This is an optimization exercise on Yosys and OpenROAD, whose aim is small area, a short achievable clock period and few clock cycles per item, not a production implementation.
In this exercise RTL edits were held to simulation tests only and were not proved equivalent to the original.
Power figures rest on the tool's default switching activity, not on a simulated workload.

**flow/run.sh**
```bash
#!/bin/bash
# synth_recipe.tcl (not shown) runs the flow's synth.tcl, then flattens the netlist and writes it again
# the make line also repeats each setting of config.mk as NAME=value (left out here)
make -C /OpenROAD-flow-scripts/flow DESIGN_CONFIG=/design/flow/config.mk WORK_HOME=/design/flow/orfs CLKGATE_MAP_FILE= SYNTH_SCRIPT=/design/flow/synth_recipe.tcl finish
```
**flow/config.mk**
```make
export PLATFORM = sky130hd
export DESIGN_NAME = SME
export DESIGN_NICKNAME = SME
export VERILOG_FILES = /design/flow/design.v
export SDC_FILE = /design/flow/constraint.sdc
export NUM_CORES = 4
export LEC_CHECK = 0
export CAP_MARGIN = 20
export CORE_MARGIN = 2
export CORE_UTILIZATION = 40
export SLEW_MARGIN = 20
```
**flow/constraint.sdc**
```tcl
create_clock -name core_clock -period 5.0 [get_ports {clk}]
set_input_delay 1.0000 -clock core_clock [delete_from_list [all_inputs] [get_ports {clk}]]
set_output_delay 1.0000 -clock core_clock [all_outputs]
set_load 0.01 [all_outputs]
```
**flow/design.v**
```verilog
module SME(clk,reset,chardata,isstring,ispattern,valid,match,match_index);
input clk;
input reset;
input [7:0] chardata;
input isstring;
input ispattern;
output match;
output [4:0] match_index;
output valid;
localparam IDLE  = 2'd0;
localparam READ  = 2'd1;
localparam MATCH = 2'd2;
localparam space = 8'h20;
localparam first = 8'h5E;
localparam last  = 8'h24;
localparam dot   = 8'h2E;
localparam star  = 8'h2A;
reg [1:0]   state_r;
reg         instr_r;             
reg         inpat_r;             
reg [7:0]   string_r [31:0];
reg [7:0]   pattern_r[ 7:0];
reg [5:0]   strCnt_r;            
reg [3:0]   patCnt_r;            
reg [5:0]   start_r;             
reg [5:0]   si_r;                
reg [3:0]   pi_r;                
reg         hasStar_r;           
reg [3:0]   starPi_r;            
reg [5:0]   starSi_r;            
reg         valid_r, match_r;
reg [4:0]   matchIdx_r;
assign valid = valid_r;
assign match = match_r;
assign match_index = matchIdx_r;
integer i;
wire        anchorFirst = (pattern_r[0] == first);
wire [3:0]  patBegin    = anchorFirst ? 4'd1 : 4'd0;
wire [7:0]  pc          = pattern_r[pi_r[2:0]];
wire        atEnd       = (si_r >= strCnt_r);
wire [7:0]  sc          = string_r[si_r[4:0]];
wire [7:0]  prevc       = string_r[start_r[4:0] - 5'd1];
wire        startOk     = !anchorFirst || (start_r == 6'd0) || (prevc == space);
wire        patDone     = (pi_r >= patCnt_r);
wire        isStar      = (pc == star);
wire        chrMatch    = (pc == last) ? (atEnd || sc == space) :
                          atEnd        ? 1'b0 :
                          (pc == dot)  ? 1'b1 : (sc == pc);
wire        canRetry    = hasStar_r && (starSi_r < strCnt_r);
wire        lastStart   = (start_r + 6'd1 >= strCnt_r);
always @(posedge clk) begin
    if (reset) begin
        state_r    <= IDLE;
        instr_r    <= 1'b0;
        inpat_r    <= 1'b0;
        strCnt_r   <= 6'd0;
        patCnt_r   <= 4'd0;
        start_r    <= 6'd0;
        si_r       <= 6'd0;
        pi_r       <= 4'd0;
        hasStar_r  <= 1'b0;
        starPi_r   <= 4'd0;
        starSi_r   <= 6'd0;
        valid_r    <= 1'b0;
        match_r    <= 1'b0;
        matchIdx_r <= 5'd0;
    end
    else begin
        valid_r    <= 1'b0;
        match_r    <= 1'b0;
        matchIdx_r <= 5'd0;
        instr_r    <= isstring;
        inpat_r    <= ispattern;
        if (isstring) begin
            if (instr_r) begin
                string_r[strCnt_r[4:0]] <= chardata;
                strCnt_r <= strCnt_r + 6'd1;
            end
            else begin
                string_r[0] <= chardata;
                strCnt_r <= 6'd1;
            end
        end
        if (ispattern) begin
            if (inpat_r) begin
                pattern_r[patCnt_r[2:0]] <= chardata;
                patCnt_r <= patCnt_r + 4'd1;
            end
            else begin
                pattern_r[0] <= chardata;
                patCnt_r <= 4'd1;
            end
        end
        case (state_r)
            IDLE, READ: begin
                state_r <= (isstring || ispattern) ? READ : IDLE;
                if (inpat_r && !ispattern) begin
                    state_r   <= MATCH;
                    start_r   <= 6'd0;
                    si_r      <= 6'd0;
                    pi_r      <= patBegin;
                    hasStar_r <= 1'b0;
                end
            end
            MATCH: begin
                if (startOk && patDone) begin
                    state_r    <= IDLE;
                    valid_r    <= 1'b1;
                    match_r    <= 1'b1;
                    matchIdx_r <= start_r[4:0];
                end
                else if (startOk && isStar) begin
                    hasStar_r <= 1'b1;
                    starPi_r  <= pi_r;
                    starSi_r  <= si_r;
                    pi_r      <= pi_r + 4'd1;
                end
                else if (startOk && chrMatch) begin
                    pi_r <= pi_r + 4'd1;
                    if (!atEnd) si_r <= si_r + 6'd1;
                end
                else if (startOk && canRetry) begin
                    starSi_r <= starSi_r + 6'd1;
                    si_r     <= starSi_r + 6'd1;
                    pi_r     <= starPi_r + 4'd1;
                end
                else if (lastStart) begin
                    state_r <= IDLE;
                    valid_r <= 1'b1;
                end
                else begin
                    start_r   <= start_r + 6'd1;
                    si_r      <= start_r + 6'd1;
                    pi_r      <= patBegin;
                    hasStar_r <= 1'b0;
                end
            end
            default: state_r <= IDLE;
        endcase
    end
end
endmodule
```
==> out/summary.log, run 1 <==
INFO  clock_tree     clk_path_buf_depth=3
INFO  synthesis      synth_warn=1
INFO  power_and_ir_drop share_comb_of_total_power=0.024
INFO  floorplanning  core.rowCount=75
INFO  critical_path  path_class=reg2reg
INFO  floorplanning  fp.dieArea=44200squm
INFO  critical_path  cp-start-kind=flop
INFO  power_and_ir_drop switching_share=0.206
INFO  floorplanning  start_util=0.406
INFO  clock_tree     cts.reportedPaths.clkPinSlew=0.06ns
INFO  synthesis      async_reset_ff_frac=0
INFO  placed_design  io_buffers=18
INFO  clock_tree     tritoncts=done
INFO  synthesis      synth_commonest_cells=320 x sky130_fd_sc_hd__edfxtp_1, 109 x sky130_fd_sc_hd__nor2_1, 77 x sky130_fd_sc_hd__mux4_2
INFO  detailed_routing dr_total_vias=10800
INFO  timing         timing.final.crit_share=0.908
INFO  timing         timing.final.hold_violations=0
INFO  clock_tree     clock_sinks=376
INFO  finish         post_route_cells_drive_above_1_share=0.158
INFO  synthesis      syn_nets=1204
INFO  synthesis      synth-seq-cells=376
INFO  synthesis      synth_enable_flop_cells=320
INFO  grt            grt_remaining_overflow=0
INFO  synthesis      synth.largest_area_cell=sky130_fd_sc_hd__edfxtp_1
INFO  power_and_ir_drop pwr-share-seq=0.509
INFO  critical_path  crit_required=5.46ns
INFO  grt            grt_pass1_vias=10800
INFO  critical_path  crit_path_max_fanout=29
INFO  floorplanning  core_region_area=41900squm
INFO  power_and_ir_drop pwr-share-clk=0.467
INFO  synthesis      yosysUniqueCellTypes=74
INFO  grt            track_usage=0.211
INFO  floorplanning  fp.dieW=210um
INFO  floorplanning  design.portCount=19
INFO  power_and_ir_drop p_int=0.00534W
INFO  min_path       min-delay-path-class=reg2reg
INFO  clock_tree     post_cts.repair.setup_buffers=0
INFO  critical_path  worst-r2r-setup-slack=0.46ns
INFO  timing         period_minus_slack=4.54ns
INFO  clock_tree     htreeDepth=2
INFO  grt            grt_first_pass_wirelength=69300um
INFO  critical_path  critical_path.endpoint_type=flop
INFO  synthesis      yosysSeqAreaShare=0.630
INFO  synthesis      synth.cell_area=17000squm
INFO  synthesis      per_instance_average_area_after_synthesis=14.6squm
INFO  timing         fin_skew=0.0267ns
INFO  detailed_routing wl_per_cell=26.0um
INFO  detailed_routing first_iter_violations=1318
INFO  grt            number_of_antenna_violations_at_the_first_check_in_global_routing=0
INFO  timing         rsz0062_at_grt=no
INFO  timing         least_margin_pin_slew=1.07ns
INFO  power_and_ir_drop vdd.ir_drop.worst=0.000271V
INFO  power_and_ir_drop powerDensity=350nW/um^2
INFO  synthesis      synthesis.instances=1162
INFO  detailed_routing drt_first_pass_iters=7
INFO  run            maxCapViolations=0
INFO  timing         setup_total_negative_slack=0ns
INFO  detailed_routing route.detailed.vias_per_inst=6.08
INFO  synthesis      synth_top_cell_area_share=0.564
INFO  detailed_routing antenna_violating_nets_remaining=0
INFO  power_and_ir_drop power.total=0.00673W
INFO  placed_design  routability_congestion=0.911
INFO  detailed_routing routed_wirelength=46200um
INFO  timing         worst_slew_margin_rel=0.284
INFO  timing         fmax=0.220GHz
INFO  synthesis      yosys.cell_count.top_type=sky130_fd_sc_hd__edfxtp_1
INFO  finish         final_core_util=0.458
INFO  synthesis      synth_area_leaders=sky130_fd_sc_hd__edfxtp_1 56%, sky130_fd_sc_hd__mux4_2 10%, sky130_fd_sc_hd__dfxtp_1 6.6%, sky130_fd_sc_hd__mux2i_1 2.9%, sky130_fd_sc_hd__nor2_1 2.4%
INFO  finish         n_antenna_cell=0
INFO  status         run_status=finished clean
INFO  clock_tree     clk_latency=0.57ns
INFO  critical_path  worst_ep_arrival_time=5.00ns
INFO  finish         fin_nets=1242
INFO  placed_design  hpwlAfterDp=31200um
INFO  floorplanning  die_h=210um
INFO  power_and_ir_drop reported_leakage_power=5.98nW
INFO  power_and_ir_drop power_switching=0.00139W
INFO  synthesis      yosys_most_used_dff=sky130_fd_sc_hd__edfxtp_1
INFO  clock_tree     cts.root.buffer_cell=sky130_fd_sc_hd__clkbuf_16
INFO  timing         max_slew_vio_count=0
INFO  grt            pin_count_of_the_biggest_net_entering_global_routing=41
INFO  timing         setup_violations=0
INFO  clock_tree     tritoncts.num_buffers=42
INFO  detailed_routing drcViolationCount=0
INFO  finish         area_growth_syn_to_layout=12.9%
-- layout make-up --
| class | count | area, sq um |
|---|---|---|
| clock buffer | 53 | 1110 |
| clock inverter | 24 | 273 |
| fill | 3660 | 22700 |
| inverter | 29 | 109 |
| multi-input combinational | 706 | 5940 |
| sequential | 376 | 10700 |
| tap | 539 | 674 |
| timing repair buffer | 45 | 373 |
-- repair_timing --
item,in CTS,in global routing
hold buffers,0,0
gates resized for setup,0,2
endpoints found under the setup margin,0,24
-- cell usage in the layout (no fill, tap or decap), drive strengths merged, types with 19 or more instances in the layout --
cell	instances
nor3	32
mux4	77
nor4	21
nor4b	19
buf	34
ha	30
nand3	42
dfxtp	56
inv	31
mux2i	49
nand2	44
edfxtp	320
clkbuf	53
a22oi	20
o21ai	27
nor2	110
a21oi	38
-- layer usage --
metal,share of wire,track usage
met3,0.067,0.0344
met5,0,0
met4,0.028,0.0734
met1,0.44,0.296
met2,0.46,0.337
-- power groups by stage --
| stage | Combinational (W) | Sequential (W) | Clock [W] |
|---|---|---|---|
| 2_1_floorplan | 0.0000736 | 0.00349 | 0 |
| 5_1_grt | 0.000178 | 0.00342 | 0.00332 |
| 4_1_cts | 0.000165 | 0.00342 | 0.00319 |
| 3_5_place_dp | 0.000165 | 0.00349 | 0 |
| 3_3_place_gp | 0.000161 | 0.00349 | 0 |
| 6_report | 0.000164 | 0.00342 | 0.00314 |
-- through the flow --
stage                     hold WS (ns)  worst slack (ns)  cells  instance area, sq um
after floorplan                  0.458              1.22   1162                 17000
after global placement           0.477             0.199   1695                 17800
after detailed placement         0.483            0.0854   1695                 17800
after CTS                        0.501            0.0142   1772                 19200
after global routing             0.527             0.152   1772                 19200
final                            0.497             0.459   1772                 19200
-- flip-flops by register name, summed over array words and instances, names as in the netlist, 2 cells and up, named ones only --
name and flops:
matchIdx_r 5, patCnt_r 4, pattern_r 64, pi_r 4
si_r 6, starPi_r 4, starSi_r 6, start_r 6
state_r 2, strCnt_r 6, string_r 256
-- cells by family after synthesis --
| logic type | synth area share |
|---|---|
| muxes | 0.133 |
| buffers and inverters | 0.0214 |
| xor gates and xnor gates | 0.0134 |
| AOI/OAI and AO/OA | 0.0712 |
| adders and majority gates | 0.0221 |
| and+or+nand+nor | 0.109 |
| DFF | 0.630 |
-- path summary, 6_finish.rpt --
check / start / end / depth (start not counted)
hold reg to reg: starPi_r[3] / starPi_r[3] / 2
hold / removal: starPi_r[3] / starPi_r[3] / 2
setup / recovery: flop / start_r[2] / 11
setup reg to reg: flop / start_r[2] / 11
-- critical path, cell delays in order, from the launching register on --
cell and delay [ns]:
sky130_fd_sc_hd__dfxtp_2 0.88, sky130_fd_sc_hd__buf_4 0.34, sky130_fd_sc_hd__nor2b_1 0.21, sky130_fd_sc_hd__a22oi_1 0.26, sky130_fd_sc_hd__a211oi_1 0.15, sky130_fd_sc_hd__a2111oi_2 0.74, sky130_fd_sc_hd__nor3_2 0.10, sky130_fd_sc_hd__a21oi_2 0.28
sky130_fd_sc_hd__nor3_2 0.14, sky130_fd_sc_hd__a21oi_2 0.63, sky130_fd_sc_hd__nand3_1 0.38, sky130_fd_sc_hd__o221ai_1 0.28
Testbench counts, summed over its fixed seeds: cycles 69,761, patterns 1,963.
==> run 2: changes to the inputs <==
==> flow/design.v (replaced) <==
module SME(clk,reset,chardata,isstring,ispattern,valid,match,match_index);
input clk;
input reset;
input [7:0] chardata;
input isstring;
input ispattern;
output match;
output [4:0] match_index;
output valid;
localparam space = 8'h20;
localparam first = 8'h5E;
localparam last  = 8'h24;
localparam dot   = 8'h2E;
localparam star  = 8'h2A;
reg         isstr_r, isstr_rr;
reg         ispat_r, ispat_rr;
reg  [7:0]  chr_r;               
reg         tStar_r, tDot_r, tLast_r, tFirst_r;
reg  [7:0]  str_r [31:0];
reg  [5:0]  strCnt_r;
reg  [32:0] act_r;
reg         hasStar_r;
reg         frozen_r;
reg  [4:0]  off_r;               
reg  [5:0]  pos_r;
reg         any_r;
reg         fin_r;
reg         valid_r, match_r;
reg  [4:0]  matchIdx_r;
assign valid = valid_r;
assign match = match_r;
assign match_index = matchIdx_r;
integer q;
wire inFirst = (chardata == first);
wire inLast  = (chardata == last);
always @(posedge clk) begin
    if (reset) begin
        isstr_r  <= 1'b0;
        isstr_rr <= 1'b0;
        ispat_r  <= 1'b0;
        ispat_rr <= 1'b0;
    end
    else begin
        isstr_r  <= isstring;
        isstr_rr <= isstr_r;
        ispat_r  <= ispattern;
        ispat_rr <= ispat_r;
    end
    chr_r    <= (inFirst || inLast) ? space : chardata;
    tStar_r  <= (chardata == star);
    tDot_r   <= (chardata == dot);
    tLast_r  <= inLast;
    tFirst_r <= inFirst;
end
always @(posedge clk) begin
    if (isstr_r) begin
        for (q = 0; q < 31; q = q + 1)
            str_r[q] <= str_r[q+1];
        str_r[31] <= chr_r;
    end
end
always @(posedge clk) begin
    if (reset)
        strCnt_r <= 6'd0;
    else if (isstr_r)
        strCnt_r <= isstr_rr ? strCnt_r + 6'd1 : 6'd1;
end
reg  [31:0] eq;
reg  [32:0] startSet;
reg  [32:0] src;
reg  [32:0] nxt;
reg  [32:0] pre;
wire        patFirst = ispat_r && !ispat_rr;
always @(*) begin
    for (q = 0; q < 32; q = q + 1) begin
        eq[q]       = (str_r[q] == chr_r);
        startSet[q] = ({1'b0, strCnt_r} + q >= 7'd32);
    end
    startSet[32] = 1'b0;
    src = patFirst ? startSet : act_r;
    pre[0] = src[0];
    for (q = 1; q < 33; q = q + 1)
        pre[q] = pre[q-1] | src[q];
    if (tStar_r)
        nxt = pre;
    else if (tFirst_r) begin
        nxt[0] = src[0];
        for (q = 1; q < 33; q = q + 1)
            nxt[q] = src[q] & (!src[q-1] | eq[q-1]);
        nxt[32] = 1'b0;
    end
    else if (tLast_r) begin
        for (q = 0; q < 32; q = q + 1)
            nxt[q] = src[q] & eq[q];
        nxt[32] = src[32];
    end
    else begin
        nxt[0] = 1'b0;
        for (q = 0; q < 32; q = q + 1)
            nxt[q+1] = src[q] & (tDot_r | eq[q]);
    end
end
wire       curStar = hasStar_r && !patFirst;
wire [4:0] curOff  = patFirst ? strCnt_r[4:0] : off_r;
wire       consume = !(tStar_r || tFirst_r || tLast_r);
always @(posedge clk) begin
    if (ispat_r) begin
        act_r <= nxt;
        off_r <= (consume && !curStar) ? curOff - 5'd1 : curOff;
    end
end
always @(posedge clk) begin
    if (reset) begin
        hasStar_r <= 1'b0;
        frozen_r  <= 1'b0;
    end
    else begin
        hasStar_r <= ispat_r && (curStar || tStar_r);
        frozen_r  <= hasStar_r;
    end
end
reg [5:0] lead;
always @(*) begin
    lead = 6'd0;
    for (q = 32; q >= 0; q = q - 1)
        if (act_r[q]) lead = q;
end
always @(posedge clk) begin
    if (!frozen_r) pos_r <= lead;
    any_r <= |act_r;
end
always @(posedge clk) begin
    if (reset) begin
        fin_r      <= 1'b0;
        valid_r    <= 1'b0;
        match_r    <= 1'b0;
        matchIdx_r <= 5'd0;
    end
    else begin
        fin_r      <= ispat_rr && !ispat_r;
        valid_r    <= fin_r;
        match_r    <= fin_r && any_r;
        matchIdx_r <= (fin_r && any_r) ? pos_r[4:0] + off_r : 5'd0;
    end
end
endmodule
==> run 2 against run 1 <==
  * Fmax grew 24%
  * Sequential share of layout area is 1.7 points lower
  * Synthesized area fell by 6.4%
  * Design area decreased by 7.2%
  * Synthesized cell count increased by 13%
  * Hold slack worse by 0.037 ns
  * Still clean
  * Register-to-register slack improved by 0.89 ns
  * Clock skew is 0.0066 ns lower
  * Critical endpoint is now act_r[30]
  * Largest cell class unchanged
==> out/summary.log, run 2 <==
INFO  status         run_status=finished clean
INFO  critical_path  critical_path.endpoint_type=flop
INFO  critical_path  crit_required=5.26ns [-0.20 ns]
INFO  clock_tree     tritoncts=done
INFO  finish         fin_nets=1335 [+7.5%]
INFO  min_path       timing.hold.worst_endpoint=str_r[9][6]
INFO  critical_path  path_class=reg2reg
INFO  synthesis      yosys.cell_count.top_type=sky130_fd_sc_hd__edfxtp_1
INFO  detailed_routing wl_per_cell=19.0um [-27%]
INFO  finish         layout.cells.most_common_list=299 x sky130_fd_sc_hd__edfxtp_1, 182 x sky130_fd_sc_hd__xnor2_1, 108 x sky130_fd_sc_hd__nor2_1
INFO  placed_design  hpwlAfterDp=24000um [-23%]
INFO  power_and_ir_drop switching_share=0.230 [+0.0238]
INFO  detailed_routing drcViolationCount=0 [unchanged]
INFO  clock_tree     cts_hold_buffers=0 [unchanged]
INFO  critical_path  worst-r2r-setup-slack=1.34ns [+0.89 ns]
INFO  grt            grt_first_pass_wirelength=56600um [-18%]
INFO  finish         largest_register=str_r
INFO  placed_design  io_buffers=18 [unchanged]
INFO  finish         post_route_cells_drive_above_1_share=0.0715 [-0.0866]
INFO  finish         final_cells=1867 [+5.4%]
INFO  placed_design  post-place-cells=1799 [+6.1%]
INFO  placed_design  routability_congestion=0.929 [+1.9%]
INFO  timing         worst_slew_margin_rel=0.349 [+0.0645]
INFO  floorplanning  fp.dieArea=41400squm [-6.3%]
INFO  timing         timing.final.crit_share=0.731 [-0.177]
INFO  detailed_routing route.detailed.vias_per_inst=5.45 [-10%]
INFO  finish         n_antenna_cell=0 [unchanged]
INFO  synthesis      synth_enable_flop_cells=299 [-6.6%]
INFO  critical_path  cp-start-kind=flop
INFO  detailed_routing antenna_violating_nets_remaining=0 [unchanged]
INFO  power_and_ir_drop powerDensity=355nW/um^2 [+1.3%]
INFO  floorplanning  start_util=0.403 [-0.00311]
INFO  timing         fin_ws=1.34ns [+0.885 ns]
INFO  clock_tree     clk_latency=0.55ns [-0.02 ns]
INFO  power_and_ir_drop vdd.ir_drop.worst=0.000257V [-5.1%]
INFO  grt            global_routing_s_busiest_layer=met2
INFO  clock_tree     count_of_instances_resized_after_the_clock_tree_is_built=0 [unchanged]
INFO  min_path       min-delay-path-class=reg2reg
INFO  synthesis      yosys_most_used_dff=sky130_fd_sc_hd__edfxtp_1
INFO  min_path       min-delay-start=str_r[10][6]
INFO  floorplanning  fp.dieW=204um [-3.2%]
INFO  power_and_ir_drop reported_leakage_power=5.68nW [-5.0%]
INFO  grt            grt.met1_usage=0.244 [-0.0517]
INFO  clock_tree     cts.root.buffer_cell=sky130_fd_sc_hd__clkbuf_16
INFO  clock_tree     htreeDepth=2 [unchanged]
INFO  detailed_routing routed_wirelength=35400um [-23%]
INFO  synthesis      synth_warn=2 [+1]
INFO  clock_tree     cts.reportedPaths.clkPinSlew=0.06ns [about the same]
INFO  synthesis      synth_commonest_cells=299 x sky130_fd_sc_hd__edfxtp_1, 182 x sky130_fd_sc_hd__xnor2_1, 108 x sky130_fd_sc_hd__nor2_1
INFO  synthesis      yosysSeqAreaShare=0.605 [-0.0251]
INFO  timing         period_minus_slack=3.66ns [-0.885 ns]
INFO  detailed_routing drt_first_pass_iters=5 [-2]
INFO  detailed_routing first_iter_violations=840 [-36%]
INFO  critical_path  crit_path_max_fanout=25 [-14%]
INFO  clock_tree     tritoncts.num_buffers=38 [-9.5%]
INFO  timing         least_margin_pin_slew=0.976ns [-0.0980 ns]
INFO  synthesis      synth.cell_area=15900squm [-6.4%]
INFO  finish         post-route-cell-area=17800squm [-7.2%]
INFO  critical_path  reg2regPathDepth=7 [-4]
INFO  grt            grt_use_met2=0.277 [-0.0594]
INFO  timing         timing.final.hold_violations=0 [unchanged]
INFO  critical_path  regToRegEndpoint=act_r[30]
INFO  finish         leading_cell_type_in_the_layout_fill_and_taps_excluded=sky130_fd_sc_hd__edfxtp_1
INFO  synthesis      synth-seq-cells=332 [-12%]
INFO  finish         layout_top_registers=str_r (256), act_r (33), chr_r (8)
INFO  floorplanning  core.rowCount=73 [-2.7%]
INFO  critical_path  r2r-start=ispat_r
INFO  placed_design  pre_cts_ws=1.36ns [+1.28 ns]
INFO  power_and_ir_drop power_switching=0.00146W [+4.9%]
INFO  grt            grt_pass1_vias=10200 [-6.1%]
INFO  floorplanning  core_region_area=39500squm [-5.7%]
INFO  min_path       hold_depth=0 [-2]
INFO  grt            track_usage=0.175 [-0.0358]
INFO  run            maxCapViolations=0 [unchanged]
INFO  synthesis      synth_area_leaders=sky130_fd_sc_hd__edfxtp_1 56%, sky130_fd_sc_hd__xnor2_1 10%, sky130_fd_sc_hd__xor2_1 4.6%, sky130_fd_sc_hd__dfxtp_1 4.1%, sky130_fd_sc_hd__nor2_1 2.5%
INFO  grt            groute.layer.met3.usage=0.0318 [-0.00262]
INFO  synthesis      synth.largest_area_cell=sky130_fd_sc_hd__edfxtp_1
INFO  finish         area_growth_syn_to_layout=11.9%
INFO  power_and_ir_drop pwr-share-clk=0.423 [-0.044]
INFO  timing         setup_violations=0 [unchanged]
INFO  timing         max_slew_vio_count=0 [unchanged]
INFO  floorplanning  design.portCount=19 [unchanged]
INFO  clock_tree     clk_path_buf_depth=3 [unchanged]
INFO  clock_tree     clock_sinks=332 [-12%]
INFO  placed_design  placed_area=16600squm [-6.7%]
INFO  clock_tree     post_cts.repair.setup_buffers=0 [unchanged]
INFO  floorplanning  die_h=204um [-3.2%]
INFO  detailed_routing dr_total_vias=10200 [-5.6%]
INFO  timing         fin_skew=0.0201ns [-0.00656 ns]
INFO  timing         setup_total_negative_slack=0ns [unchanged]
INFO  grt            number_of_antenna_violations_at_the_first_check_in_global_routing=0 [unchanged]
INFO  synthesis      yosysUniqueCellTypes=72 [-2.7%]
INFO  synthesis      per_instance_average_area_after_synthesis=12.2squm [-17%]
INFO  grt            grt_remaining_overflow=0 [unchanged]
INFO  synthesis      synthesis.instances=1310 [+13%]
INFO  synthesis      async_reset_ff_frac=0 [unchanged]
INFO  power_and_ir_drop p_int=0.00487W [-8.8%]
INFO  grt            pin_count_of_the_biggest_net_entering_global_routing=167 [+310%]
INFO  power_and_ir_drop pwr-share-seq=0.514 [+0.005]
INFO  synthesis      syn_nets=1331 [+11%]
INFO  timing         rsz0062_at_grt=no
INFO  critical_path  worst_ep_arrival_time=3.91ns [-1.09 ns]
INFO  power_and_ir_drop share_comb_of_total_power=0.064 [+0.040]
INFO  synthesis      synth_top_cell_area_share=0.564 [-0.000746]
INFO  finish         largest_register_ff_count=256 [unchanged]
INFO  timing         fmax=0.274GHz [+24%]
INFO  power_and_ir_drop power.total=0.00633W [-6.0%]
run 2: critical path: stages (launching register included):
cell and delay, ns:
sky130_fd_sc_hd__dfxtp_2 0.61, sky130_fd_sc_hd__nor2b_2 0.70, sky130_fd_sc_hd__buf_4 0.41, sky130_fd_sc_hd__o2111ai_1 0.23
sky130_fd_sc_hd__a2111oi_4 0.52, sky130_fd_sc_hd__nand3_1 0.30, sky130_fd_sc_hd__o31ai_2 0.41, sky130_fd_sc_hd__o221ai_1 0.19
run 2: worst max path at each step:
| stage | from | end | slack (ns) | cells past startpoint |
|---|---|---|---|---|
| 3_5_place_dp | ispat_r | act_r[30] | 1.36 | 7 |
| 6_report | ispat_r | act_r[30] | 1.34 | 7 |
| 4_1_cts | ispat_r | act_r[30] | 1.34 | 7 |
| 5_1_grt | ispat_r | act_r[30] | 1.07 | 9 |
| 3_3_place_gp | ispat_r | act_r[30] | 1.42 | 7 |
| 2_1_floorplan | isstr_r | strCnt_r[2] | 0.85 | 5 |
run 2: cell type report:
| cell class | instances | area [sq um] |
|---|---|---|
| Timing Repair Buffer | 37 | 335 |
| Clock buffer | 49 | 1020 |
| Clock inverter | 19 | 175 |
| Inverter | 27 | 101 |
| Multi-Input combinational cell | 878 | 5880 |
| Fill cell | 3627 | 21700 |
| Tap cell | 525 | 657 |
| Sequential cell | 332 | 9650 |
run 2: through the flow:
step           hold WS (ns)  utilization
5_1_grt               0.461        0.451
2_1_floorplan         0.406            -
3_3_place_gp          0.449        0.421
4_1_cts               0.456        0.451
6_report              0.460        0.451
3_5_place_dp          0.454        0.421
run 2: cells by family after synthesis:
| logic type | after synthesis | share of synthesized area |
|---|---|---|
| AOI/OAI and AO/OA | 240 | 0.101 |
| xor gates and xnor gates | 266 | 0.146 |
| adders and majority gates | 9 | 0.00754 |
| buffers and inverters | 100 | 0.0255 |
| DFF | 332 | 0.605 |
| muxes | 4 | 0.00259 |
| and+or+nand+nor | 359 | 0.112 |
run 2: power groups by stage:
stage          clock network [W]  logic, W  registers (W)
2_1_floorplan                  0  0.000312        0.00329
5_1_grt                  0.00286  0.000449        0.00327
6_report                 0.00268  0.000404        0.00325
4_1_cts                  0.00274  0.000408        0.00325
3_3_place_gp                   0  0.000401        0.00330
3_5_place_dp                   0  0.000406        0.00331
run 2: metal layers:
layer  vias up  part of all wire
met4         0             0.025
met2       279              0.46
li1       4827                 -
met5         -                 0
met1      5003              0.46
met3        64             0.059
Testbench counts of run 2, summed over its fixed seeds: cycles 25,363, patterns 1,963.
==> run 3: changes to the inputs <==
--- a/flow/design.v
+++ b/flow/design.v
@@ -62,8 +62,8 @@
 always @(posedge clk) begin
     if (reset)
         strCnt_r <= 6'd0;
-    else if (isstr_r)
-        strCnt_r <= isstr_rr ? strCnt_r + 6'd1 : 6'd1;
+    else if (isstring)
+        strCnt_r <= isstr_r ? strCnt_r + 6'd1 : 6'd1;
 end
 reg  [31:0] eq;
 reg  [32:0] startSet;
@@ -77,10 +77,14 @@
         startSet[q] = ({1'b0, strCnt_r} + q >= 7'd32);
     end
     startSet[32] = 1'b0;
-    src = patFirst ? startSet : act_r;
-    pre[0] = src[0];
-    for (q = 1; q < 33; q = q + 1)
-        pre[q] = pre[q-1] | src[q];
+    src = act_r;
+    pre = src;
+    for (q = 32; q >= 1; q = q - 1) pre[q] = pre[q] | pre[q-1];
+    for (q = 32; q >= 2; q = q - 1) pre[q] = pre[q] | pre[q-2];
+    for (q = 32; q >= 4; q = q - 1) pre[q] = pre[q] | pre[q-4];
+    for (q = 32; q >= 8; q = q - 1) pre[q] = pre[q] | pre[q-8];
+    for (q = 32; q >= 16; q = q - 1) pre[q] = pre[q] | pre[q-16];
+    for (q = 32; q >= 32; q = q - 1) pre[q] = pre[q] | pre[q-32];
     if (tStar_r)
         nxt = pre;
     else if (tFirst_r) begin
@@ -104,10 +108,9 @@
 wire [4:0] curOff  = patFirst ? strCnt_r[4:0] : off_r;
 wire       consume = !(tStar_r || tFirst_r || tLast_r);
 always @(posedge clk) begin
-    if (ispat_r) begin
-        act_r <= nxt;
+    act_r <= ispat_r ? nxt : startSet;
+    if (ispat_r)
         off_r <= (consume && !curStar) ? curOff - 5'd1 : curOff;
-    end
 end
 always @(posedge clk) begin
     if (reset) begin
==> run 3 against run 2 <==
  * Still clean
  * Combinational power grew 4%
  * Clock skew down 0.0079 ns
  * Die area down 3.4%
  * Utilization is 0.43 points higher
  * Synthesized cell count shrank 3.7%
  * Hold slack better by 0.0040 ns
  * Non-clock buffer count is 1 lower
  * Sequential power about the same
  * Synthesized area down 3.4%
  * Design area shrank 3.6%
  * Global-route usage is 0.38 points higher
  * Sequential share of layout area rose by 0.054 points
  * Critical endpoint is now act_r[29]
==> out/summary.log, run 3 <==
INFO  status         run_status=finished clean
INFO  floorplanning  core_region_area=37800squm [-4.5%]
INFO  detailed_routing drt_first_pass_iters=5 [unchanged]
INFO  floorplanning  design.portCount=19 [unchanged]
INFO  finish         largest_register_ff_count=256 [unchanged]
INFO  power_and_ir_drop powerDensity=368nW/um^2 [+3.6%]
INFO  synthesis      yosys_most_used_dff=sky130_fd_sc_hd__edfxtp_1
INFO  critical_path  path_class=reg2reg
INFO  grt            pin_count_of_the_biggest_net_entering_global_routing=133 [-20%]
INFO  finish         sequential_cell_area=9310squm [-3.5%]
INFO  min_path       min-delay-path-class=reg2reg
INFO  timing         max_slew_vio_count=0 [unchanged]
INFO  critical_path  worst_ep_arrival_time=3.21ns [-0.70 ns]
INFO  synthesis      syn_nets=1282 [-3.7%]
INFO  clock_tree     cts_hold_buffers=0 [unchanged]
INFO  detailed_routing antenna_violating_nets_remaining=0 [unchanged]
INFO  power_and_ir_drop pwr-share-seq=0.512 [-0.002]
INFO  floorplanning  fp.dieArea=40000squm [-3.4%]
INFO  finish         n_antenna_cell=0 [unchanged]
INFO  floorplanning  die_h=200um [-1.7%]
INFO  min_path       min-delay-start=str_r[9][7]
INFO  clock_tree     clock_sinks=331 [-0.30%]
INFO  clock_tree     count_of_instances_resized_after_the_clock_tree_is_built=0 [unchanged]
INFO  critical_path  r2r-start=tFirst_r
INFO  grt            number_of_antenna_violations_at_the_first_check_in_global_routing=0 [unchanged]
INFO  power_and_ir_drop vdd.ir_drop.worst=0.000262V [+1.8%]
INFO  floorplanning  core.rowCount=71 [-2.7%]
INFO  clock_tree     tritoncts=done
INFO  timing         fin_skew=0.0122ns [-0.00789 ns]
INFO  timing         period_minus_slack=2.74ns [-0.918 ns]
INFO  min_path       timing.hold.worst_endpoint=str_r[8][7]
INFO  clock_tree     clk_path_buf_depth=3 [unchanged]
INFO  placed_design  routability_congestion=0.912 [-1.8%]
INFO  power_and_ir_drop reported_leakage_power=5.49nW [-3.5%]
INFO  detailed_routing route.detailed.vias_per_inst=5.50 [+0.96%]
INFO  run            maxCapViolations=0 [unchanged]
INFO  power_and_ir_drop share_comb_of_total_power=0.066 [+0.002]
INFO  detailed_routing first_iter_violations=1098 [+31%]
INFO  power_and_ir_drop pwr-share-clk=0.422 [about the same]
INFO  grt            grt_remaining_overflow=0 [unchanged]
INFO  synthesis      synthesis.instances=1261 [-3.7%]
INFO  power_and_ir_drop power_switching=0.00145W [-0.35%]
INFO  synthesis      yosysUniqueCellTypes=67 [-6.9%]
INFO  finish         multiInputGateArea=5610squm [-4.7%]
INFO  finish         post_route_cells_drive_above_1_share=0.0742 [+0.00263]
INFO  placed_design  io_buffers=18 [unchanged]
INFO  clock_tree     cts.root.buffer_cell=sky130_fd_sc_hd__clkbuf_16
INFO  critical_path  worst_path_max_delay_cell=sky130_fd_sc_hd__nor2_2
INFO  synthesis      yosys.cell_count.top_type=sky130_fd_sc_hd__edfxtp_1
INFO  finish         layout_top_registers=str_r (256), act_r (33), chr_r (8)
INFO  timing         timing.final.crit_share=0.548 [-0.184]
INFO  finish         layout.cells.most_common_list=267 x sky130_fd_sc_hd__edfxtp_1, 197 x sky130_fd_sc_hd__xnor2_1, 84 x sky130_fd_sc_hd__nor2_1
INFO  synthesis      synth_commonest_cells=267 x sky130_fd_sc_hd__edfxtp_1, 197 x sky130_fd_sc_hd__xnor2_1, 84 x sky130_fd_sc_hd__nor2_1
INFO  critical_path  regToRegEndpoint=act_r[29]
INFO  synthesis      synth_enable_flop_cells=267 [-11%]
INFO  grt            track_usage=0.179 [+0.00382]
INFO  synthesis      synth-seq-cells=331 [-0.30%]
INFO  grt            grt_pass1_vias=9620 [-5.3%]
INFO  floorplanning  fp.dieW=200um [-1.7%]
INFO  critical_path  crit_path_max_fanout=22 [-12%]
INFO  grt            grt_first_pass_wirelength=55000um [-2.8%]
INFO  power_and_ir_drop switching_share=0.229 [-0.000514]
INFO  synthesis      synth_warn=2 [unchanged]
INFO  critical_path  path_cells=or2_2 > nor2_2 > buf_4 > a22oi_1 > o2111a_1 > a21oi_1
INFO  timing         worst_slew_margin_rel=0.317 [-0.0322]
INFO  critical_path  crit_required=5.47ns [+0.21 ns]
INFO  placed_design  placed_area=16000squm [-3.8%]
INFO  timing         timing.final.hold_violations=0 [unchanged]
INFO  synthesis      synth_top_cell_area_share=0.521 [-0.0424]
INFO  placed_design  hpwlAfterDp=22400um [-6.5%]
INFO  detailed_routing routed_wirelength=35000um [-1.1%]
INFO  critical_path  reg2regPathDepth=6 [-1]
INFO  timing         setup_total_negative_slack=0ns [unchanged]
INFO  finish         post-route-cell-area=17200squm [-3.6%]
INFO  synthesis      async_reset_ff_frac=0 [unchanged]
INFO  clock_tree     post_cts.repair.setup_buffers=0 [unchanged]
INFO  synthesis      synth.largest_area_cell=sky130_fd_sc_hd__edfxtp_1
INFO  critical_path  critical-path-max-stage-delay=0.71ns [about the same]
INFO  finish         leading_cell_type_in_the_layout_fill_and_taps_excluded=sky130_fd_sc_hd__edfxtp_1
INFO  clock_tree     htreeDepth=2 [unchanged]
INFO  timing         setup_violations=0 [unchanged]
INFO  synthesis      yosysSeqAreaShare=0.605 [about the same]
INFO  detailed_routing dr_total_vias=9858 [-3.1%]
INFO  finish         largest_register=str_r
INFO  power_and_ir_drop p_int=0.00487W [about the same]
INFO  detailed_routing drcViolationCount=0 [unchanged]
INFO  critical_path  worst-r2r-setup-slack=2.26ns [+0.92 ns]
INFO  timing         least_margin_pin_slew=1.02ns [+0.0485 ns]
INFO  finish         area_growth_syn_to_layout=11.7%
INFO  clock_tree     clk_latency=0.54ns [about the same]
INFO  critical_path  critical_path.endpoint_type=flop
INFO  detailed_routing wl_per_cell=19.5um [+3.1%]
INFO  synthesis      per_instance_average_area_after_synthesis=12.2squm [+0.30%]
INFO  min_path       hold_depth=0 [unchanged]
INFO  floorplanning  start_util=0.407 [+0.00459]
INFO  finish         fillCellCount=3422 [-5.7%]
INFO  finish         fin_nets=1273 [-4.6%]
INFO  clock_tree     cts.reportedPaths.clkPinSlew=0.06ns [about the same]
INFO  timing         rsz0062_at_grt=no
INFO  clock_tree     tritoncts.num_buffers=37 [-2.6%]
INFO  synthesis      synth_area_leaders=sky130_fd_sc_hd__edfxtp_1 52%, sky130_fd_sc_hd__xnor2_1 11%, sky130_fd_sc_hd__dfxtp_1 8.3%, sky130_fd_sc_hd__xor2_1 3.9%, sky130_fd_sc_hd__nand4_1 2.4%
INFO  timing         fmax=0.365GHz [+34%]
INFO  critical_path  cp-start-kind=flop
INFO  synthesis      synth.cell_area=15400squm [-3.4%]
INFO  finish         final_core_util=0.455 [+0.00426]
[run 3: cell types whose count changed in the layout (fill, tap and decap cells not counted), moves of 10 or more]
cell / previous run / this run
sky130_fd_sc_hd__dfxtp_1: 23 / 55
sky130_fd_sc_hd__edfxtp_1: 299 / 267
sky130_fd_sc_hd__nor2_1: 108 / 84
sky130_fd_sc_hd__a21oi_1: 61 / 45
sky130_fd_sc_hd__xor2_1: 84 / 68
sky130_fd_sc_hd__o211ai_1: 8 / 23
sky130_fd_sc_hd__xnor2_1: 182 / 197
sky130_fd_sc_hd__nand4_1: 46 / 58
sky130_fd_sc_hd__o21ai_0: 58 / 46
sky130_fd_sc_hd__nor3_1: 30 / 19
sky130_fd_sc_hd__nand2_1: 69 / 59
sky130_fd_sc_hd__o22ai_1: 16 / 6
[run 3: cells by family after synthesis]
logic type / after synthesis / synth area share
buf+inv: 114 / 0.0309
xor+xnor: 265 / 0.151
mux: 6 / 0.00399
compound gates: 222 / 0.0961
flops: 331 / 0.605
fa+ha+maj: 9 / 0.00781
simple gates: 314 / 0.106
[run 3: through the flow]
stage	hold WS, ns	setup slack [ns]	power (W)	std cells
6_report	0.464	2.26	0.00632	1792
3_5_place_dp	0.454	2.17	0.00371	1724
2_1_floorplan	0.403	0.843	0.00359	1261
5_1_grt	0.472	2.08	0.00655	1792
4_1_cts	0.464	2.26	0.00639	1792
3_3_place_gp	0.451	2.10	0.00370	1724
[run 3: routing by layer]
layer / vias to the layer above / track usage / wire [um]
li1: 4608 / - / -
met2: 318 / 0.265 / 15300
met3: 72 / 0.0318 / 2120
met1: 4860 / 0.265 / 16700
met5: - / 0 / 0
met4: 0 / 0.0617 / 918
[run 3: how the worst max path moves through the flow]
stage	from	to	slack (ns)	cells after the start
5_1_grt	tFirst_r	act_r[29]	2.08	6
3_5_place_dp	chardata[7]	chr_r[2]	2.17	5
2_1_floorplan	isstr_r	strCnt_r[2]	0.84	4
6_report	tFirst_r	act_r[29]	2.26	6
4_1_cts	tFirst_r	act_r[29]	2.26	6
3_3_place_gp	chardata[7]	chr_r[2]	2.10	5
[run 3: area by class of cell]
| type | count | share of cell area |
|---|---|---|
| Tap cell | 511 | 0.0372 |
| Multi-Input combinational cell | 816 | 0.326 |
| Sequential cell | 331 | 0.542 |
| Clock buffer | 55 | 0.0620 |
| Clock inverter | 13 | 0.00685 |
| Inverter | 30 | 0.00655 |
| Timing Repair Buffer | 36 | 0.0191 |
[run 3: power groups by stage]
stage / Clock (W) / Combinational, W / Sequential [W]
after CTS: 0.00273 / 0.000422 / 0.00324
after floorplan: 0 / 0.000339 / 0.00325
after global placement: 0 / 0.000416 / 0.00329
final: 0.00267 / 0.000419 / 0.00324
after global routing: 0.00283 / 0.000465 / 0.00325
after detailed placement: 0 / 0.000419 / 0.00329
[run 3: critical path: cells and delay by family, from the launching register on]
| kind | cells | cell delay [ns] |
|---|---|---|
| flops | 1 | 0.60 |
| simple gates | 2 | 1.22 |
| compound gates | 3 | 0.50 |
| buf+inv | 1 | 0.32 |
Testbench counts of run 3, summed over its fixed seeds: cycles 25,363, patterns 1,963.
==> run 4: changes to the inputs <==
--- a/flow/config.mk
+++ b/flow/config.mk
@@ -5,7 +5,10 @@
 export SDC_FILE = /design/flow/constraint.sdc
 export NUM_CORES = 4
 export LEC_CHECK = 0
+export ABC_CLOCK_PERIOD_IN_PS = 2000
 export CAP_MARGIN = 20
 export CORE_MARGIN = 2
-export CORE_UTILIZATION = 40
+export CORE_UTILIZATION = 70
+export CTS_BUF_LIST = sky130_fd_sc_hd__clkbuf_8
+export SETUP_SLACK_MARGIN = 2.8
 export SLEW_MARGIN = 20
==> run 4 against run 3 <==
  * Critical path depth shrank 1
  * Fmax up 25%
  * Global-route usage is 11 points higher
  * Final cell count decreased by 11%
  * First-iteration DRC count shrank 10%
  * Synthesized area did not move
  * Combinational power rose by 5.0%
  * Utilization rose by 33 points
  * Clock-buffer cell count increased by 10
  * Design area fell by 0.83%
  * Critical endpoint is now act_r[26]
==> out/summary.log, run 4 <==
INFO  status         run_status=finished clean
INFO  timing         fin_skew=0.0259ns [+0.0137 ns]
INFO  finish         layout.cells.most_common_list=267 x sky130_fd_sc_hd__edfxtp_1, 197 x sky130_fd_sc_hd__xnor2_1, 84 x sky130_fd_sc_hd__nor2_1
INFO  floorplanning  die_h=152um [-24%]
INFO  floorplanning  fp.dieArea=23200squm [-42%]
INFO  floorplanning  design.portCount=19 [unchanged]
INFO  placed_design  placed_area=15700squm [-2.1%]
INFO  synthesis      async_reset_ff_frac=0 [unchanged]
INFO  clock_tree     cts_hold_buffers=0 [unchanged]
INFO  synthesis      synth.cell_area=15400squm [unchanged]
INFO  placed_design  hpwlAfterDp=21600um [-3.5%]
INFO  floorplanning  start_util=0.709 [+0.302]
INFO  clock_tree     cts.root.buffer_cell=sky130_fd_sc_hd__clkbuf_8
INFO  floorplanning  core_region_area=21700squm [-43%]
INFO  detailed_routing wl_per_cell=21.4um [+9.4%]
INFO  power_and_ir_drop powerDensity=358nW/um^2 [-2.8%]
INFO  synthesis      synth.largest_area_cell=sky130_fd_sc_hd__edfxtp_1
INFO  detailed_routing drt_first_pass_iters=5 [unchanged]
INFO  critical_path  path_class=reg2reg
INFO  detailed_routing drcViolationCount=0 [unchanged]
INFO  critical_path  cp-start-kind=flop
INFO  critical_path  crit_required=5.47ns [about the same]
INFO  clock_tree     cts.reportedPaths.clkPinSlew=0.07ns [about the same]
INFO  timing         max_slew_vio_count=0 [unchanged]
INFO  detailed_routing route.detailed.vias_per_inst=6.37 [+16%]
INFO  timing         fmax=0.456GHz [+25%]
INFO  critical_path  crit_path_max_fanout=9 [-59%]
INFO  critical_path  worst-r2r-setup-slack=2.81ns [+0.55 ns]
INFO  power_and_ir_drop reported_leakage_power=5.63nW [+2.6%]
INFO  finish         sequential_cell_area=9330squm [+0.21%]
INFO  detailed_routing routed_wirelength=34100um [-2.5%]
INFO  critical_path  path_cells=nor4_4 > nand4_4 > nor2_1 > a41oi_1 > o311a_1
INFO  detailed_routing first_iter_violations=986 [-10%]
INFO  finish         largest_register_ff_count=256 [unchanged]
INFO  clock_tree     clk_path_buf_depth=3 [unchanged]
INFO  floorplanning  core.rowCount=54 [-24%]
INFO  timing         least_margin_pin_slew=1.04ns [+0.0128 ns]
INFO  timing         timing.final.crit_share=0.438 [-0.109]
INFO  run            maxCapViolations=0 [unchanged]
INFO  critical_path  critical-path-max-stage-delay=0.48ns [-0.23 ns]
INFO  critical_path  critPathBufInv=0 [-1]
INFO  timing         worst_slew_margin_rel=0.308 [-0.00871]
INFO  critical_path  timing.critical_path.max_delay_family=simple AND/OR/NAND/NOR gates
INFO  placed_design  io_buffers=18 [unchanged]
INFO  detailed_routing dr_total_vias=10200 [+3.1%]
INFO  min_path       min-delay-path-class=reg2reg
INFO  synthesis      synth-seq-cells=331 [unchanged]
INFO  critical_path  worst_ep_arrival_time=2.66ns [-0.55 ns]
INFO  finish         final_core_util=0.786 [+0.331]
INFO  grt            track_usage=0.293 [+0.114]
INFO  synthesis      synth_enable_flop_cells=267 [unchanged]
INFO  clock_tree     tritoncts.num_buffers=52 [+41%]
INFO  clock_tree     tritoncts=done
INFO  power_and_ir_drop vdd.ir_drop.worst=0.000387V [+48%]
INFO  finish         largest_register=str_r
INFO  grt            grt_first_pass_wirelength=53600um [-2.6%]
INFO  timing         setup_total_negative_slack=0ns [unchanged]
INFO  finish         fillCellCount=1354 [-60%]
INFO  timing         setup_violations=0 [unchanged]
INFO  synthesis      syn_nets=1282 [unchanged]
INFO  timing         rsz0062_at_grt=yes
INFO  detailed_routing antenna_violating_nets_remaining=0 [unchanged]
INFO  clock_tree     htreeDepth=2 [unchanged]
INFO  clock_tree     clk_latency=0.60ns [+0.06 ns]
INFO  grt            grt_remaining_overflow=0 [unchanged]
INFO  synthesis      synth_area_leaders=sky130_fd_sc_hd__edfxtp_1 52%, sky130_fd_sc_hd__xnor2_1 11%, sky130_fd_sc_hd__dfxtp_1 8.3%, sky130_fd_sc_hd__xor2_1 3.9%, sky130_fd_sc_hd__nand4_1 2.4%
INFO  clock_tree     clock_sinks=331 [unchanged]
INFO  finish         leading_cell_type_in_the_layout_fill_and_taps_excluded=sky130_fd_sc_hd__edfxtp_1
INFO  timing         period_minus_slack=2.19ns [-0.547 ns]
INFO  finish         layout_top_registers=str_r (256), act_r (33), chr_r (8)
INFO  grt            pin_count_of_the_biggest_net_entering_global_routing=137 [+3.0%]
INFO  critical_path  critical_path.endpoint_type=flop
INFO  floorplanning  fp.dieW=152um [-24%]
INFO  placed_design  routability_congestion=0.943 [+3.4%]
INFO  timing         timing.final.hold_violations=0 [unchanged]
INFO  grt            number_of_antenna_violations_at_the_first_check_in_global_routing=0 [unchanged]
INFO  synthesis      per_instance_average_area_after_synthesis=12.2squm [unchanged]
INFO  finish         n_antenna_cell=0 [unchanged]
INFO  finish         post-route-cell-area=17000squm [-0.83%]
INFO  synthesis      yosys.cell_count.top_type=sky130_fd_sc_hd__edfxtp_1
INFO  synthesis      yosysUniqueCellTypes=67 [unchanged]
INFO  finish         area_growth_syn_to_layout=10.8%
INFO  critical_path  worst_path_max_delay_cell=sky130_fd_sc_hd__edfxtp_1
INFO  finish         final_cells=1596 [-11%]
INFO  synthesis      synth_top_cell_area_share=0.521 [unchanged]
INFO  power_and_ir_drop power.total=0.00609W [-3.6%]
INFO  synthesis      yosysSeqAreaShare=0.605 [unchanged]
INFO  synthesis      synthesis.instances=1261 [unchanged]
INFO  synthesis      synth_commonest_cells=267 x sky130_fd_sc_hd__edfxtp_1, 197 x sky130_fd_sc_hd__xnor2_1, 84 x sky130_fd_sc_hd__nor2_1
INFO  synthesis      synth_warn=2 [unchanged]
INFO  synthesis      yosys_most_used_dff=sky130_fd_sc_hd__edfxtp_1
INFO  finish         multiInputGateArea=5710squm [+1.8%]
INFO  grt            grt_pass1_vias=10000 [+4.2%]
INFO  finish         fin_nets=1293 [+1.6%]
INFO  placed_design  post-place-cells=1488 [-14%]
INFO  finish         post_route_cells_drive_above_1_share=0.109 [+0.0353]
-- run 4: path summary, 6_finish.rpt --
check | start | to | cells after the start
worst min-delay path | str_r[24][7] | str_r[23][7] | 0
worst min register to register | str_r[24][7] | str_r[23][7] | 0
worst max register to register | act_r[0] | act_r[26] | 5
worst max-delay path | act_r[0] | act_r[26] | 5
-- run 4: what timing repair did --
item                                    4_1_cts  5_1_grt
pin swaps                                     3        4
endpoints found under the setup margin       43       46
setup buffers                                 3        7
gates resized for setup                      28       17
-- run 4: report_power, final --
| part | switching, W | internal (W) |
|---|---|---|
| sequential | 0.000136 | 0.00310 |
| clock | 0.00108 | 0.00134 |
| combinational | 0.000240 | 0.000199 |
-- run 4: cell type report --
type,instances,share of cell area
clock buffer,65,0.0525
clock inverter,33,0.0140
inverter,30,0.00683
multi-input combinational,816,0.335
sequential,331,0.548
tap,280,0.0206
timing repair buffer,41,0.0234
-- run 4: metrics by stage --
step,setup slack [ns],hold slack [ns]
after floorplan,2.27,0.403
after global placement,2.07,0.449
after detailed placement,2.05,0.454
after CTS,2.80,0.458
after global routing,2.79,0.470
final,2.81,0.462
-- run 4: cells by family (layout without fill, tap and decap cells) --
| family | Yosys count | count (layout) | share of synthesized area |
|---|---|---|---|
| adder cells (fa/ha/maj) | 9 | 9 | 0.00781 |
| AND/OR/NAND/NOR | 314 | 314 | 0.106 |
| XOR/XNOR | 265 | 265 | 0.151 |
| AO/OA/AOI/OAI | 222 | 222 | 0.0961 |
| buffers and inverters | 114 | 169 | 0.0309 |
| flip-flops | 331 | 331 | 0.605 |
| multiplexers | 6 | 6 | 0.00399 |
-- run 4: layer usage --
layer,GRT usage,share of wire
met1,0.390,0.40
met2,0.475,0.48
met3,0.0532,0.069
met4,0.140,0.042
met5,0,0
==> run 5: changes to the inputs <==
--- a/flow/config.mk
+++ b/flow/config.mk
@@ -8,7 +8,9 @@
 export ABC_CLOCK_PERIOD_IN_PS = 2000
 export CAP_MARGIN = 20
 export CORE_MARGIN = 2
-export CORE_UTILIZATION = 70
+export CORE_UTILIZATION = 60
 export CTS_BUF_LIST = sky130_fd_sc_hd__clkbuf_8
+export CTS_CLUSTER_DIAMETER = 60
+export CTS_CLUSTER_SIZE = 20
 export SETUP_SLACK_MARGIN = 2.8
 export SLEW_MARGIN = 20
==> run 5 against run 4 <==
  * First-iteration DRC count down 4.2%
  * Final cell count up 0.50%
  * Critical endpoint is now pos_r[2]
  * Clock-buffer cell count down 36
  * Clock skew up 0.0077 ns
  * Utilization down 12 points
  * Worst setup slack worse by 0.0077 ns
  * Fmax down 0.35%
  * Design area down 2.3%
  * Sequential share of layout area up 1.2 points
  * Routed wire length up 0.20%
  * Critical path depth unchanged
==> out/summary.log, run 5 <==
INFO  status         run_status=finished clean
INFO  placed_design  io_buffers=18 [unchanged]
INFO  power_and_ir_drop vdd.ir_drop.worst=0.000346V [-11%]
INFO  placed_design  routability_congestion=0.948 [+0.55%]
INFO  timing         setup_violations=0 [unchanged]
INFO  critical_path  worst-r2r-setup-slack=2.80ns [about the same]
INFO  synthesis      synth.largest_area_cell=sky130_fd_sc_hd__edfxtp_1
INFO  synthesis      synth-seq-cells=331 [unchanged]
INFO  finish         n_antenna_cell=0 [unchanged]
INFO  finish         post_route_cells_drive_above_1_share=0.0918 [-0.0176]
INFO  synthesis      synth-compound-area-share=0.0961 [unchanged]
INFO  critical_path  critical-path-max-stage-delay=0.65ns [+0.17 ns]
INFO  grt            grt_remaining_overflow=0 [unchanged]
INFO  floorplanning  fp.dieW=164um [+7.8%]
INFO  finish         fin_nets=1273 [-1.5%]
INFO  synthesis      yosysSeqAreaShare=0.605 [unchanged]
INFO  grt            grt_first_pass_wirelength=53300um [-0.49%]
INFO  clock_tree     cts.reportedPaths.clkPinSlew=0.12ns [+0.05 ns]
INFO  power_and_ir_drop powerDensity=325nW/um^2 [-9.0%]
INFO  detailed_routing antenna_violating_nets_remaining=0 [unchanged]
INFO  critical_path  regToRegEndpoint=pos_r[2]
INFO  placed_design  pre_cts_ws=2.28ns [+0.235 ns]
INFO  floorplanning  core_region_area=25200squm [+16%]
INFO  synthesis      yosys.area_share.simple=0.106 [unchanged]
INFO  floorplanning  die_h=164um [+7.8%]
INFO  grt            pin_count_of_the_biggest_net_entering_global_routing=137 [unchanged]
INFO  critical_path  critical_path.endpoint_type=flop
INFO  detailed_routing wl_per_cell=21.3um [-0.30%]
INFO  finish         leading_cell_type_in_the_layout_fill_and_taps_excluded=sky130_fd_sc_hd__edfxtp_1
INFO  critical_path  cp-startpoint=act_r[25]
INFO  timing         fin_skew=0.0336ns [+0.00772 ns]
INFO  critical_path  worst_ep_arrival_time=2.59ns [-0.07 ns]
INFO  finish         layout.cells.most_common_list=267 x sky130_fd_sc_hd__edfxtp_1, 197 x sky130_fd_sc_hd__xnor2_1, 84 x sky130_fd_sc_hd__nor2_1
INFO  synthesis      yosys.cell_count.top_type=sky130_fd_sc_hd__edfxtp_1
INFO  critical_path  path_cells=nor4_1 > a2111oi_0 > o21ai_0 > nand2_1 > a21oi_1
INFO  critical_path  crit_required=5.39ns [-0.08 ns]
INFO  clock_tree     clk_latency=0.61ns [about the same]
INFO  critical_path  reg2regPathDepth=5 [unchanged]
INFO  synthesis      yosys.area_share.xor_xnor=0.151 [unchanged]
INFO  clock_tree     clock_sinks=331 [unchanged]
INFO  placed_design  hpwlAfterDp=22500um [+3.8%]
INFO  synthesis      synthesis.instances=1261 [unchanged]
INFO  clock_tree     htreeDepth=1 [-1]
INFO  timing         timing.final.crit_share=0.440 [+0.00154]
INFO  synthesis      synth_area_leaders=sky130_fd_sc_hd__edfxtp_1 52%, sky130_fd_sc_hd__xnor2_1 11%, sky130_fd_sc_hd__dfxtp_1 8.3%, sky130_fd_sc_hd__xor2_1 3.9%, sky130_fd_sc_hd__nand4_1 2.4%
INFO  detailed_routing drcViolationCount=0 [unchanged]
INFO  timing         period_minus_slack=2.20ns [+0.00768 ns]
INFO  synthesis      synth.cell_area=15400squm [unchanged]
INFO  synthesis      combinational_family_with_the_most_area_after_synthesis=XOR/XNOR gates
INFO  synthesis      per_instance_average_area_after_synthesis=12.2squm [unchanged]
INFO  timing         rsz0062_at_grt=yes
INFO  timing         setup_total_negative_slack=0ns [unchanged]
INFO  finish         largest_register_ff_count=256 [unchanged]
INFO  grt            track_usage=0.257 [-0.0368]
INFO  timing         fmax=0.455GHz [-0.35%]
INFO  power_and_ir_drop power.total=0.00542W [-11%]
INFO  clock_tree     tritoncts.num_buffers=28 [-46%]
INFO  min_path       min-delay-path-class=reg2reg
INFO  detailed_routing first_iter_violations=945 [-4.2%]
INFO  finish         fillCellCount=1882 [+39%]
INFO  finish         area_growth_syn_to_layout=8.24%
INFO  detailed_routing dr_total_vias=9828 [-3.3%]
INFO  synthesis      synth_warn=2 [unchanged]
INFO  synthesis      yosysUniqueCellTypes=67 [unchanged]
INFO  timing         worst_slew_margin_rel=0.430 [+0.122]
INFO  finish         largest_register=str_r
INFO  grt            number_of_antenna_violations_at_the_first_check_in_global_routing=0 [unchanged]
INFO  synthesis      synth.area.mux_share=0.00399 [unchanged]
INFO  grt            grt_pass1_vias=9456 [-5.7%]
INFO  floorplanning  core.rowCount=58 [+7.4%]
INFO  synthesis      synth_enable_flop_cells=267 [unchanged]
INFO  clock_tree     tritoncts=done
INFO  timing         fin_ws=2.80ns [-0.00768 ns]
INFO  finish         layout_top_registers=str_r (256), act_r (33), chr_r (8)
INFO  critical_path  crit_path_max_fanout=10 [+1]
INFO  critical_path  path_class=reg2reg
INFO  timing         least_margin_pin_slew=0.856ns [-0.181 ns]
INFO  critical_path  cp-start-kind=flop
INFO  synthesis      async_reset_ff_frac=0 [unchanged]
INFO  timing         max_slew_vio_count=0 [unchanged]
INFO  synthesis      yosys_most_used_dff=sky130_fd_sc_hd__edfxtp_1
INFO  run            maxCapViolations=0 [unchanged]
INFO  clock_tree     clk_path_buf_depth=3 [unchanged]
INFO  finish         final_core_util=0.661 [-0.125]
INFO  critical_path  worst_path_max_delay_cell=sky130_fd_sc_hd__nor4_1
INFO  detailed_routing route.detailed.vias_per_inst=6.13 [-3.8%]
INFO  synthesis      yosys.area_share.adder=0.00781 [unchanged]
INFO  floorplanning  fp.dieArea=26900squm [+16%]
INFO  detailed_routing routed_wirelength=34200um [+0.20%]
INFO  synthesis      synth_top_cell_area_share=0.521 [unchanged]
INFO  critical_path  r2r-start=act_r[25]
INFO  power_and_ir_drop reported_leakage_power=5.35nW [-4.9%]
INFO  detailed_routing drt_first_pass_iters=5 [unchanged]
INFO  clock_tree     cts.root.buffer_cell=sky130_fd_sc_hd__clkbuf_8
INFO  synthesis      syn_nets=1282 [unchanged]
INFO  timing         timing.final.hold_violations=0 [unchanged]
INFO  floorplanning  design.portCount=19 [unchanged]
INFO  critical_path  crit_path_end=pos_r[2]
INFO  floorplanning  start_util=0.611 [-0.0984]
INFO  synthesis      synth_commonest_cells=267 x sky130_fd_sc_hd__edfxtp_1, 197 x sky130_fd_sc_hd__xnor2_1, 84 x sky130_fd_sc_hd__nor2_1
==> run 5: changes by cell type in the layout (fill, tap and decap cells not counted), moves of 5 or more <==
| cell | delta |
|---|---|
| sky130_fd_sc_hd__clkinv_2 | -6 |
| sky130_fd_sc_hd__dfxtp_2 | +7 |
| sky130_fd_sc_hd__dlygate4sd2_1 | -7 |
| sky130_fd_sc_hd__dfxtp_4 | -5 |
| sky130_fd_sc_hd__clkbuf_8 | -36 |
| sky130_fd_sc_hd__inv_1 | -10 |
==> run 5: what timing repair did <==
item,in CTS,in global routing
pin swaps,1,4
setup buffers,0,8
hold buffers,0,0
endpoints found under the hold margin,0,0
gates resized for setup,29,25
setup endpoints to repair,39,29
==> run 5: worst min-delay path by stage <==
| stage | startpoint | endpoint | slack [ns] | cells after the start |
|---|---|---|---|---|
| 2_1_floorplan | chr_r[0] | str_r[31][0] | 0.40 | 0 |
| 3_3_place_gp | str_r[12][0] | str_r[11][0] | 0.45 | 0 |
| 3_5_place_dp | act_r[32] | any_r | 0.45 | 1 |
| 4_1_cts | str_r[14][3] | str_r[13][3] | 0.46 | 0 |
| 5_1_grt | str_r[14][3] | str_r[13][3] | 0.47 | 0 |
| 6_report | str_r[14][3] | str_r[13][3] | 0.46 | 0 |
==> run 5: area by class of cell <==
type                       count  area (sq um)  area share
tap                          330           413      0.0248
multi-input combinational    816          5680       0.341
sequential                   331          9320       0.560
inverter                      30           113     0.00677
clock inverter                23           270      0.0162
timing repair buffer          45           447      0.0268
clock buffer                  29           399      0.0240
==> run 5: critical path, delay by kind of cell, from the launching register on <==
family             cells  cell delay, ns
DFF                    1            0.44
and+or+nand+nor        2            0.74
AOI/OAI and AO/OA      3            0.81
==> run 5: layer usage <==
metal / vias to the layer above / wire length [um] / global-route usage
li1: 4606 / - / -
met2: 274 / 16900 / 0.439
met1: 4877 / 15100 / 0.349
met4: 0 / 928 / 0.0766
met5: - / 0 / 0
met3: 71 / 1340 / 0.0253
==> run 5: logic make-up (layout without fill, tap and decap cells) <==
logic type | count (synthesis) | in the layout
flip-flops | 331 | 331
AO/OA/AOI/OAI | 222 | 222
AND/OR/NAND/NOR | 314 | 314
XOR/XNOR | 265 | 265
adder cells (fa/ha/maj) | 9 | 9
multiplexers | 6 | 6
buffers and inverters | 114 | 127
==> run 5: power breakdown <==
part	total (W)	internal (W)	switching [W]
logic	0.000466	0.000201	0.000265
clock network	0.00175	0.000720	0.00103
registers	0.00320	0.00309	0.000109
==> run 5: through the flow <==
step,cells,hold WS (ns),area [sq um]
after floorplan,1261,0.403,15400
after CTS,1596,0.464,16500
after global placement,1544,0.449,15800
after global routing,1604,0.465,16600
final,1604,0.460,16600
after detailed placement,1544,0.452,15800
==> run 6: changes to the inputs <==
--- a/flow/config.mk
+++ b/flow/config.mk
@@ -9,8 +9,5 @@
 export CAP_MARGIN = 20
 export CORE_MARGIN = 2
 export CORE_UTILIZATION = 60
-export CTS_BUF_LIST = sky130_fd_sc_hd__clkbuf_8
-export CTS_CLUSTER_DIAMETER = 60
-export CTS_CLUSTER_SIZE = 20
 export SETUP_SLACK_MARGIN = 2.8
 export SLEW_MARGIN = 20
==> run 6 against run 5 <==
  * First-iteration DRC count is 3.4% lower
  * Utilization grew 2.2 points
  * Final cell count grew 1.1%
  * Synthesized cell count stayed put
  * Highest routed layer unchanged
  * Via count increased by 0.90%
  * Combinational power up 0.9%
  * Hold slack better by 0.0038 ns
  * Routed wire length up 1.1%
  * Critical path depth grew 1
  * Power is 16% higher
  * Largest power group unchanged
  * Design area grew 3.4%
==> out/summary.log, run 6 <==
INFO  detailed_routing wl_per_cell=21.3um [about the same]
INFO  critical_path  worst_path_max_delay_cell=sky130_fd_sc_hd__edfxtp_1
INFO  synthesis      synth-seq-cells=331 [unchanged]
INFO  critical_path  critical-path-max-stage-delay=0.50ns [-0.15 ns]
INFO  clock_tree     cts.root.buffer_cell=sky130_fd_sc_hd__clkbuf_16
INFO  finish         n_antenna_cell=0 [unchanged]
INFO  critical_path  critical_path.endpoint_type=flop
INFO  grt            grt_pass1_vias=9595 [+1.5%]
INFO  timing         timing.final.crit_share=0.429 [-0.0104]
INFO  detailed_routing first_iter_violations=913 [-3.4%]
INFO  grt            number_of_antenna_violations_at_the_first_check_in_global_routing=0 [unchanged]
INFO  finish         layout_top_registers=str_r (256), act_r (33), chr_r (8)
INFO  finish         largest_register_ff_count=256 [unchanged]
INFO  placed_design  routability_congestion=0.948 [unchanged]
INFO  synthesis      synth_commonest_cells=267 x sky130_fd_sc_hd__edfxtp_1, 197 x sky130_fd_sc_hd__xnor2_1, 84 x sky130_fd_sc_hd__nor2_1
INFO  timing         whs=0.464ns [+0.00384 ns]
INFO  critical_path  cp-start-kind=flop
INFO  run            maxCapViolations=0 [unchanged]
INFO  timing         least_margin_pin_slew=0.838ns [-0.0179 ns]
INFO  floorplanning  core_region_area=25200squm [unchanged]
INFO  critical_path  crit_required=5.39ns [about the same]
INFO  critical_path  path_cells=nor4_4 > buf_4 > nand2_1 > o41ai_1 > nand3_1 > o21a_1
INFO  clock_tree     cts.reportedPaths.clkPinSlew=0.06ns [-0.06 ns]
INFO  finish         area_growth_syn_to_layout=11.9%
INFO  detailed_routing route.detailed.vias_per_inst=6.12 [-0.16%]
INFO  synthesis      yosys.cell_count.top_type=sky130_fd_sc_hd__edfxtp_1
INFO  status         run_status=finished clean
INFO  grt            grt_remaining_overflow=0 [unchanged]
INFO  min_path       hold_depth=0 [unchanged]
INFO  synthesis      yosysUniqueCellTypes=67 [unchanged]
INFO  timing         rsz0062_at_grt=yes
INFO  clock_tree     tritoncts.num_buffers=36 [+29%]
INFO  synthesis      synthesis.instances=1261 [unchanged]
INFO  synthesis      per_instance_average_area_after_synthesis=12.2squm [unchanged]
INFO  clock_tree     clk_latency=0.52ns [-0.09 ns]
INFO  floorplanning  fp.dieW=164um [unchanged]
INFO  finish         leading_cell_type_in_the_layout_fill_and_taps_excluded=sky130_fd_sc_hd__edfxtp_1
INFO  grt            track_usage=0.261 [+0.00492]
INFO  detailed_routing antenna_violating_nets_remaining=0 [unchanged]
INFO  grt            pin_count_of_the_biggest_net_entering_global_routing=137 [unchanged]
INFO  timing         setup_total_negative_slack=0ns [unchanged]
INFO  power_and_ir_drop reported_leakage_power=5.64nW [+5.4%]
INFO  finish         largest_register=str_r
INFO  clock_tree     cts_hold_buffers=0 [unchanged]
INFO  timing         setup_violations=0 [unchanged]
INFO  detailed_routing dr_total_vias=9916 [+0.90%]
INFO  floorplanning  die_h=164um [unchanged]
INFO  placed_design  hpwlAfterDp=22500um [unchanged]
INFO  clock_tree     tritoncts=done
run 6: kinds of logic (layout without fill, tap and decap cells):
group	Yosys count	after routing	share of synthesized area
AO/OA/AOI/OAI	222	222	0.0961
XOR/XNOR	265	265	0.151
adder cells (fa/ha/maj)	9	9	0.00781
buffers and inverters	114	144	0.0309
flip-flops	331	331	0.605
multiplexers	6	6	0.00399
AND/OR/NAND/NOR	314	314	0.106
run 6: layout make-up:
type                       count  area, sq um
multi-input combinational    816         5700
tap                          330          413
sequential                   331         9320
fill                        1831         7980
clock inverter                17          141
clock buffer                  49         1040
inverter                      30          113
timing repair buffer          48          474
run 6: final timing paths:
kind / endpoint / startpoint / slack, ns
worst max-delay path: act_r[10] / act_r[0] / 2.85
worst max register to register: act_r[10] / act_r[0] / 2.85
worst min register to register: str_r[26][5] / str_r[27][5] / 0.46
worst min-delay path: str_r[26][5] / str_r[27][5] / 0.46
run 6: repair_timing:
item                                    4_1_cts  5_1_grt
gates cloned                                  0        0
pin swaps                                     1        4
endpoints found under the hold margin         0        0
resized for setup                            20       25
setup buffers                                 0       11
endpoints found under the setup margin       38       28
run 6: where the power goes:
group | total (W) | leakage (nW) | switching, W | internal, W
registers | 0.00321 | 3.05 | 0.000110 | 0.00310
logic | 0.000470 | 2.00 | 0.000267 | 0.000203
clock network | 0.00261 | 0.590 | 0.00105 | 0.00157
run 6: routing by layer:
metal | vias up | routed length (um) | GRT usage
met1 | 4877 | 14800 | 0.353
li1 | 4629 | - | -
met4 | 0 | 1130 | 0.0853
met2 | 326 | 16900 | 0.438
met3 | 84 | 1730 | 0.0376
met5 | - | 0 | 0
run 6: critical path: cells and delay by family (launching register included):
kind                   cells  cell delay, ns
AO/OA/AOI/OAI              2            0.70
buffers and inverters      1            0.19
flip-flops                 1            0.50
AND/OR/NAND/NOR            3            0.64
run 6: through the flow:
step / util / power [W] / setup WS (ns) / instances
2_1_floorplan: - / 0.00358 / 2.27 / 1261
3_3_place_gp: 0.627 / 0.00370 / 2.40 / 1544
3_5_place_dp: 0.627 / 0.00371 / 2.28 / 1544
4_1_cts: 0.675 / 0.00632 / 2.80 / 1610
5_1_grt: 0.683 / 0.00650 / 2.80 / 1621
6_report: 0.683 / 0.00629 / 2.85 / 1621

Setup slack of run 6, layout unchanged: 2.853 ns with ideal ports, 2.838 ns with driving cells assumed (clock clkbuf_16, inputs buf_2), 2.435 ns with port delays also shifted by the 0.559 ns mid clock arrival.
